Background: an optimization exercise with open tools, aiming at small area. Do not read the settings as production practice.
The RTL was checked by simulation tests, not by an equivalence proof against the original design.

the reference run:
Design cpu_top, start of the top module:
module cpu_top (
    input         clk,
    input         rst_n,
    input  [3:0]  prog_nibble_in,
    input prog_nibble_in_valid,
    output [3:0]  prog_nibble_out,
    output        prog_out_valid,
    output        prog_done,
    output [11:0] mem_addr,
    output [31:0] mem_wdata,
    input  [31:0] mem_rdata,
    output        mem_wen,
    output        mem_cen
);
clock: 250.0 ns
lec_check: 0
abc_area: 1
cap_margin: 20
core_margin: 2
core_utilization: 60
cts_buf_list: sky130_fd_sc_hd__clkbuf_8
cts_cluster_diameter: 60
cts_cluster_size: 16
slew_margin: 20
standard.sh (not shown) runs the stock make flow with config.mk's settings and CLKGATE_MAP_FILE= SYNTH_SCRIPT=/design/flow/synth_recipe.tcl, a recipe that flattens the netlist after the stock synthesis.
==> flow/flow/run.sh <==
#!/bin/bash
# The standard layout (standard.sh, unchanged), with the port buffers
# made from the smallest buffer cell and no dummy loads in the clock tree.
set -o pipefail
export BUFFER_PORTS_ARGS="-buffer_cell sky130_fd_sc_hd__buf_1"
export CTS_ARGS="-sink_clustering_enable -repair_clock_nets -sink_clustering_size 16 -sink_clustering_max_diameter 60 -buf_list sky130_fd_sc_hd__clkbuf_8 -dont_use_dummy_load"
bash standard.sh > standard.log 2>&1
> inputs changed (the reference run -> the trial run)
-- flow/design.v --
<<< the reference run, line 202
    wire [22:0] r22 = g_div[22].r;
    wire [31:0] r31 = {g_div[DK+8].g_ext.re, g_div[DK+8].r};
    wire [31:0] md_low  = is_mul ? {r15, mlo, P[39:32]} : {W[31:9], qf};
    wire        a_sub = (cmd == C_SUB);
    wire [31:0] ax = (cmd == C_INC) ? 32'd0 : W;
>>> the trial run, line 202
    wire [22:0] r22 = g_div[22].r;
    wire [31:0] r31 = {g_div[DK+8].g_ext.re, g_div[DK+8].r};
    wire [31:0] md_low  = is_mul ? {r15, mlo, P[39:32]} : {P[45:23], qf};
    wire        a_sub = (cmd == C_SUB);
    wire [31:0] ax = (cmd == C_INC) ? 32'd0 : W;
<<< the reference run, line 210
    wire        aco;
    rca #(32) u_alu (.a(ax), .b(ay), .ci(aci), .s(asum), .co(aco));
    wire        l_and = (cmd == C_AND) || (cmd == C_OR);
    wire        l_xor = (cmd == C_XOR) || (cmd == C_OR);
    wire [31:0] lres = ((W & mem_rdata) & {32{l_and}}) | ((W ^ mem_rdata) & {32{l_xor}});
    reg [2:0] next_state;
    always @(*) begin
>>> the trial run, line 210
    wire        aco;
    rca #(32) u_alu (.a(ax), .b(ay), .ci(aci), .s(asum), .co(aco));
    reg [2:0] next_state;
    always @(*) begin
<<< the reference run, line 329
                    C_INC, C_ADD, C_SUB: W <= asum;
                    C_INV: W <= ~mem_rdata;
                    C_AND, C_OR, C_XOR: W <= lres;
                    C_MUL: if (eq3) W <= macc;
                    default: ;
>>> the trial run, line 326
                    C_INC, C_ADD, C_SUB: W <= asum;
                    C_INV: W <= ~mem_rdata;
                    C_AND: W <= W & mem_rdata;
                    C_OR:  W <= W | mem_rdata;
                    C_XOR: W <= W ^ mem_rdata;
                    C_MUL: if (eq3) W <= macc;
                    default: ;
<<< the reference run, line 337
                    if (eq2) P[47:32] <= {mem_rdata[31:24], mlo};
                end
                else        P[22:0] <= r22;
                if (is_div && eq2) W[31:9] <= qn;
            end
            default: ;
>>> the trial run, line 336
                    if (eq2) P[47:32] <= {mem_rdata[31:24], mlo};
                end
                else        P <= {qn, r22};
            end
            default: ;
--- outcome ---
Cmp the trial run vs the reference run: sequential share of layout area lower in the trial run. Between the trial run and the reference run, it is the trial run whose vertical die dimension is higher, by about 0.9%. Comparing the two runs side by side, the trial run comes out behind the reference run on time the final worst path needs with I/O delays and setup. On cell area after technology mapping: the trial run sits above the reference run. Per the comparison of the trial run with the reference run, global-route usage shows an increase of 2.1 points; global-route track usage on met2 up 0.95 points. Diff the reference run and the trial run: initial antenna violation count lower in the trial run. Diff the trial run..the reference run | maximum number of buffers from clock root to sink | unchanged.

--- another note on this design; it stands on its own ---

Setup of oak:
==> flow/design.v (excerpt) <==
module cpu_top (
    input         clk,
    input         rst_n,
    input  [3:0]  prog_nibble_in,
    input prog_nibble_in_valid,
    output [3:0]  prog_nibble_out,
    output        prog_out_valid,
    output        prog_done,
    output [11:0] mem_addr,
    output [31:0] mem_wdata,
    input  [31:0] mem_rdata,
    output        mem_wen,
    output        mem_cen
);
    wire [11:0] frame_addr;
    wire [7:0]  frame_cmd;
    wire [31:0] frame_wdata;
    wire        frame_valid;
    wire        frame_ready;
    wire        cmd_start;
    wire        cmd_busy;
    wire [31:0] cmd_result;
    wire        cmd_result_valid;
    wire        cmd_error;
    wire [1:0]  cmd_error_type;
    wire        serializer_busy;
    serial_interface u_serial_if (
        .clk            (clk),
        .rst_n          (rst_n),
        .prog_nibble_in (prog_nibble_in),
        .prog_nibble_in_valid (prog_nibble_in_valid),
        .frame_addr     (frame_addr),
        .frame_cmd      (frame_cmd),
        .frame_wdata    (frame_wdata),
        .frame_valid    (frame_valid),
  ...
For scale: ~4100 cells after synthesis, about 200 flip-flops, roughly 34000 um^2 of cells after synthesis.
clock: 250.0 ns
lec_check: 0
abc_area: 1
cap_margin: 20
core_margin: 2
core_utilization: 60
cts_buf_list: sky130_fd_sc_hd__clkbuf_8
cts_cluster_diameter: 60
cts_cluster_size: 16
slew_margin: 20
standard.sh (not shown) runs the stock make flow with config.mk's settings and CLKGATE_MAP_FILE= SYNTH_SCRIPT=/design/flow/synth_recipe.tcl, a recipe that flattens the netlist after the stock synthesis.
==> flow/flow/run.sh <==
#!/bin/bash
# The standard layout (standard.sh, unchanged), with the port buffers
# that global placement inserts made from the smallest buffer cell.
# standard.sh's full output (make and every ORFS step) goes to standard.log;
# ORFS's per-step logs stay under orfs/logs/.
set -o pipefail
export BUFFER_PORTS_ARGS="-buffer_cell sky130_fd_sc_hd__buf_1"
bash standard.sh > standard.log 2>&1
oak did not stop at any stage, and its layout met the timing, DRC and antenna checks.
The inputs of pine differ from those of oak as listed below.
- clearing CTS_CLUSTER_SIZE, which used to be 16
- clearing CTS_BUF_LIST, which used to be sky130_fd_sc_hd__clkbuf_8
- clearing CTS_CLUSTER_DIAMETER, which used to be 60
==> flow/flow/run.sh <==
#!/bin/bash
# Standard layout, with the port buffers made from the smallest buffer cell.
set -o pipefail
export BUFFER_PORTS_ARGS="-buffer_cell sky130_fd_sc_hd__buf_1"
cat standard.sh > standard_copy.log 2>&1
bash standard.sh > standard.log 2>&1
Notes after the runs:
pine against oak: final clock period utilization by the worst path has remained practically unchanged; design area has increased.
Looking at pine and oak, the sequential share of layout area is a wash.
Post-synthesis cell area: oak vs pine — no meaningful difference
[inputs] birch vs pine
==> flow/run.sh (new file) <==
#!/bin/bash
# synth_recipe.tcl (not shown) runs the flow's synth.tcl, then flattens the netlist and writes it again
# the make line also repeats each setting of config.mk as NAME=value (left out here)
make -C /OpenROAD-flow-scripts/flow DESIGN_CONFIG=/design/flow/config.mk WORK_HOME=/design/flow/orfs CLKGATE_MAP_FILE= SYNTH_SCRIPT=/design/flow/synth_recipe.tcl finish
removed: flow/flow/run.sh
removed: flow/standard.sh
--- outcome ---
- Compared to pine, birch has number of fillers in the final layout about 1% lower.
- birch gives more total routing usage reported by global routing than pine did.
- On footprint of the multi-input gates, birch and pine are basically level.
- Between birch and pine, the difference in final wirelength is negligible.
Edits applied to the flow inputs when going from birch to maple:
- putting CTS_CLUSTER_SIZE at 16 where nothing was set
- putting CTS_CLUSTER_DIAMETER at 60 where nothing was set
- putting CTS_BUF_LIST at sky130_fd_sc_hd__clkbuf_8 where nothing was set
### Flow results
- Synthesized cell area: maple vs birch identical
- Between maple and birch, the wire length does not differ in any meaningful way.
- birch has higher synthesis-to-layout area growth than maple.
- Cell area: maple vs birch down about 0.6%
- Minimum clock period after layout for maple is lower than for birch.

-- re-timing with driven ports --
In the flow no input, the clock included, has a driving cell. The finished layouts below were timed again as built, in two steps.
Step 1 sets driving cells, clkbuf_16 on the clock port and buf_2 on the other inputs (assumed; they add their load-dependent delay and slew).
Step 2 times the ports against the registers' clock, not the clock port: input delays grow and output delays shrink by t, the midpoint of the rising clock arrivals with the driver on.
Three values: ideal ports, drivers, drivers and shift; two values: the first two.
| run | t (ns) | setup WS [ns] | latest minus earliest clock arrival (ns) |
|---|---|---|---|
| the reference run | 0.659 | 11.152 / 11.129 / 11.129 | 0.118 / 0.118 |
| the trial run | 0.671 | 9.358 / 9.329 / 9.329 | 0.088 / 0.087 |
| oak | 0.701 | 9.404 / 9.375 / 9.375 | 0.028 / 0.028 |
| pine | 0.634 | 9.396 / 9.367 / 9.367 | 0.016 / 0.016 |
| birch | 0.634 | 8.332 / 8.306 / 8.306 | 0.030 / 0.030 |
| maple | 0.711 | 8.441 / 8.416 / 8.416 | 0.030 / 0.030 |
After both steps every run listed still meets setup and hold.
